Background: an optimization exercise with open tools, aiming at small area. Do not read the settings as production practice. Function was checked by simulation only, so behaviour that the tests miss may differ from the original. No driver is modelled on the clock port, so clocking that relies on it looks cheaper here than on a real chip. No activity file was given, so power comes from the tool's default toggle rates.

==> run a <==
==> flow/design.v (excerpt) <==
module drsstc_sfp_transceiver_top (
    input           CLK_40M,
    input           RST_N,
    input   [7:0]   IN,
    output  [7:0]   OUT,
    input   [2:0]   LV_IN,
    output  [2:0]   LV_OUT,
    input   [7:0]   DIP_SW1,
    input   [7:0]   DIP_SW2,
    output  [1:0]   LED_TX,
    output  [1:0]   LED_RX,
    input           SFP_LOSS_SIG,
    output          SFP_RATE_SEL,
    output          SFP_TX_DIS_N,
    input           SFP_TX_FLT,
    input           LVDS_DAT_OUT,
    output          LVDS_DAT_IN,
    output          LVDS_DRV_EN,
    output          LVDS_RCV_EN_N,
    output          TP1,
    output          TP2
    );
Settings: LEC_CHECK=0, CAP_MARGIN=20, CORE_MARGIN=2, CORE_UTILIZATION=40, SLEW_MARGIN=20; clock period 25.0 ns.
run.sh (not shown) runs the stock make flow with config.mk's settings and CLKGATE_MAP_FILE= SYNTH_SCRIPT=/design/flow/synth_recipe.tcl, a recipe that flattens the netlist after the stock synthesis.
==> run b: changes against run a <==
--- a/flow/design.v
+++ b/flow/design.v
@@ -250,23 +250,30 @@
             r_ser <= 2'd3;
             r_bit <= 4'd9;
             r_frm <= 8'd0;
             r_hi <= 3'd0;
             r_boot1 <= 1'b0;
             r_boot2 <= 1'b0;
         end else begin
             r_ser <= r_ser + 2'd1;
-            r_bit <= (w_bit9 & (r_ser == 2'd3)) ? 4'd0 : r_bit + {3'd0, (r_ser == 2'd3)};
-            {r_hi, r_frm} <= {r_hi, r_frm} + {10'd0, w_frm};
-            if (w_frm && r_hi == 3'd3 && r_frm == 8'd231) begin
-                r_boot1 <= 1'b1;
+            if (r_ser == 2'd3) begin
+                r_bit <= w_bit9 ? 4'd0 : r_bit + 4'd1;
             end
-            if (w_frm && r_hi == 3'd7 && r_frm == 8'd207) begin
-                r_boot2 <= 1'b1;
+            if (w_frm) begin
+                r_frm <= r_frm + 8'd1;
+                if (r_frm == 8'hff) begin
+                    r_hi <= r_hi + 3'd1;
+                end
+                if (r_hi == 3'd3 && r_frm == 8'd231) begin
+                    r_boot1 <= 1'b1;
+                end
+                if (r_hi == 3'd7 && r_frm == 8'd207) begin
+                    r_boot2 <= 1'b1;
+                end
             end
         end
     end
     reg             r_M, r_R, r_O;
     always @(posedge w_clk) begin
         if (w_smp) begin
             r_M <= ~DIP_SW1[0];
             r_R <= IN[0];
@@ -343,39 +350,44 @@
     wire            w_capture = (r_bitCnt == 4'd9);
     reg     [7:0]   r_gap;       
     reg             r_sat;       
     reg             r_locked;
     wire            w_gap_end = (r_gap == 8'hff) & w_capture;
     always @(posedge w_clk or negedge w_rst_n) begin
         if (~w_rst_n) begin
             r_bitCnt <= 4'd0;
-        end else begin
-            r_bitCnt <= (r_DataEn & (w_k28_det | w_capture)) ? 4'd0 : r_bitCnt + {3'd0, r_DataEn};
-        end
-    end
-    always @(posedge w_clk or negedge w_rst_n) begin
-        if (~w_rst_n) begin
             r_sat <= 1'b1;
             r_locked <= 1'b0;
         end else if (r_DataEn) begin
+            if (w_k28_det || w_capture) begin
+                r_bitCnt <= 4'd0;
+            end else begin
+                r_bitCnt <= r_bitCnt + 4'd1;
+            end
             if (w_k28_det) begin
                 r_sat <= 1'b0;
             end else if (w_gap_end) begin
                 r_sat <= 1'b1;
             end
             if (r_sat) begin
                 r_locked <= 1'b0;
             end else if (w_k28_det) begin
                 r_locked <= w_gap_end;
             end
         end
     end
     always @(posedge w_clk) begin
-        r_gap <= (r_DataEn & w_k28_det) ? 8'd0 : r_gap + {7'd0, r_DataEn & w_capture};
+        if (r_DataEn) begin
+            if (w_k28_det) begin
+                r_gap <= 8'd0;
+            end else if (w_capture) begin
+                r_gap <= r_gap + 8'd1;
+            end
+        end
     end
     reg             r_capture_FF;
     reg             r_k28_5_det_FF;
     always @(posedge w_clk) begin
         r_capture_FF <= w_capture;
         r_k28_5_det_FF <= w_k28_det;
     end
     wire            w_out_trig = r_capture_FF & ~w_capture & ~r_k28_5_det_FF;
==> notes.md <==
                                                                       run b                    run a
Post-synthesis mux area share                                          3.27%                    2.68%
Clock Latency Late Sink                                               350 ps                   340 ps
Met3 capacity usage during global routing                              3.84%                    2.99%
Global-route track usage on met2                                       24.3%                    21.1%
Via count of the first global-routing pass                              2761                     2424
Cell area after synthesis                                        0.00398 mm2              0.00368 mm2
Worst Slack Setup Final                                             13630 ps                 13610 ps
Detailed Routing Iterations Pass 1                                         4                        6
Total met3 wirelength after detailed routing                          285 um                   190 um
Outcome                                              complete, no violations  complete, no violations
Multi-input gate share of the layout cell area                         48.2%                    47.6%
Xor/xnor share of the synthesized area                                 7.04%                    7.85%
Non-Filler Instances                                                     567                      499
Area used by sequential logic in the layout                      0.00162 mm2              0.00154 mm2
Power density over the cells                                     87.4 mW/mm2              92.1 mW/mm2
Dpl hpwl                                                             5390 um                  4690 um
Final period util                                                      45.5%                    45.6%
Portion of the layout cell area used by clock cells                    4.21%                    4.73%
Non-clock buffers                                                         17                       15
FILL cells                                                               976                      879
Initial Utilization                                                    40.9%                    40.6%
Power attributed to sequential cells                                0.154 mW                 0.148 mW

---

==> inputs of 10-08 <==
drsstc_sfp_transceiver_top, a different RTL version from the one above (not shown whole).
Settings: LEC_CHECK=0, CAP_MARGIN=20, CORE_MARGIN=2, CORE_UTILIZATION=65, SLEW_MARGIN=20; clock period 25.0 ns.
standard.sh (not shown) runs the stock make flow with config.mk's settings and CLKGATE_MAP_FILE= SYNTH_SCRIPT=/design/flow/synth_recipe.tcl, a recipe that flattens the netlist after the stock synthesis.
==> flow/flow/run.sh <==
#!/bin/bash
set -euo pipefail
bash standard.sh \
  "POST_FLOORPLAN_TCL=$PWD/flow/downsize.tcl" \
  "PRE_CTS_TCL=$PWD/flow/clock_tree.tcl" \
  "CTS_ARGS=-repair_clock_nets -dont_use_dummy_load" \
  "BUFFER_PORTS_ARGS=-buffer_cell sky130_fd_sc_hd__buf_1" \
  SKIP_REPAIR_TIE_FANOUT=1 \
  finish > flow_make.log 2>&1
Other scripts of this flow, unchanged in this note and not shown: flow/flow/clock_tree.tcl, flow/flow/downsize.tcl
==> inputs of 09-28, as changes to 10-08 <==
--- a/flow/design.v
+++ b/flow/design.v
@@ -453,29 +453,28 @@
     end
     always @(posedge w_clk or negedge w_rst_n) begin
         if (~w_rst_n) begin
             r_disp <= 1'b0;
         end else if (w_last) begin
             r_disp <= w_dispout;
         end
     end
-    wire            w_symbit;
+    wire            w_txbit;
     tx_bit tx_bit_inst (
         .v ( r_bit ),
         .K ( w_K ),
         .X ( r_X ),
         .A ( r_A ),
         .B ( r_B ),
         .d ( r_disp ),
         .J ( r_lastbit ),
         .first ( w_first ),
-        .txbit ( w_symbit )
+        .txbit ( w_txbit )
     );
-    wire            w_txbit = ~w_first & w_symbit;
     reg             r_serialData;
     always @(posedge w_clk or negedge w_rst_n) begin
         if (~w_rst_n) begin
             r_serialData <= 1'b0;
         end else begin
             r_serialData <= w_txbit & ~SFP_TX_FLT;
         end
     end
==> qor summary <==
Area growth syn-to-layout: 10-08 -0.7945%; 09-28 -0.9145%
Sequential cell area share: 10-08 48.86%; 09-28 48.96%
Length of the first detailed-routing pass in iterations: 10-08 4; 09-28 5
Final Skew: 10-08 0.01572 ns; 09-28 0.02807 ns
Pwr/cell area: 10-08 67.93 nW/µm²; 09-28 67.63 nW/µm²
Adder-cell share of the synthesized area: 10-08 7.151%; 09-28 7.157%
GR Util met1: 10-08 26.52%; 09-28 25.43%
Die area: 10-08 5418 µm²; 09-28 5414 µm²
Area taken by multi-input logic gates: 10-08 1359 µm²; 09-28 1356 µm²
Synthesized netlist cell count: 10-08 302; 09-28 298
Run status: 10-08 timing/DRC/antenna clean; 09-28 timing/DRC/antenna clean
Total routing usage reported by global routing: 10-08 18.56%; 09-28 17.30%
Post-layout instance count excluding filler cells: 10-08 352; 09-28 347
Post-synthesis compound-gate area fraction: 10-08 8.979%; 09-28 9.304%

## re-timing with driven ports
Ports are ideal in the flow. The routed layouts listed here were re-timed in OpenROAD. Step 1: set_driving_cell puts a clkbuf_16 on CLK_40M and a buf_2 on each other input, an assumption about the parent block. Step 2 also shifts input and output timing later by t, the mid clock arrival at the registers, as if the neighbouring blocks saw the same clock. Three values: no drivers, after step 1, after step 2; two values: the first two.
| run | t (ns) | setup WS [ns] | hold slack, ns | worst setup path after step 2 | worst slew at a driven data input, ns |
|---|---|---|---|---|---|
| run a | 0.358 | 13.607 / 13.583 / 13.583 | 0.337 / 0.337 / 0.337 | input to output | 0.03 |
| run b | 0.366 | 13.632 / 13.608 / 13.608 | 0.337 / 0.337 / 0.337 | input to output | 0.03 |
| 10-08 | 0.206 | 14.495 / 14.474 / 14.474 | 0.075 / 0.075 / 0.075 | input to output | 0.03 |
| 09-28 | 0.202 | 14.500 / 14.477 / 14.477 | 0.062 / 0.062 / 0.062 | input to output | 0.03 |
After both steps setup and hold are still met in every run listed.
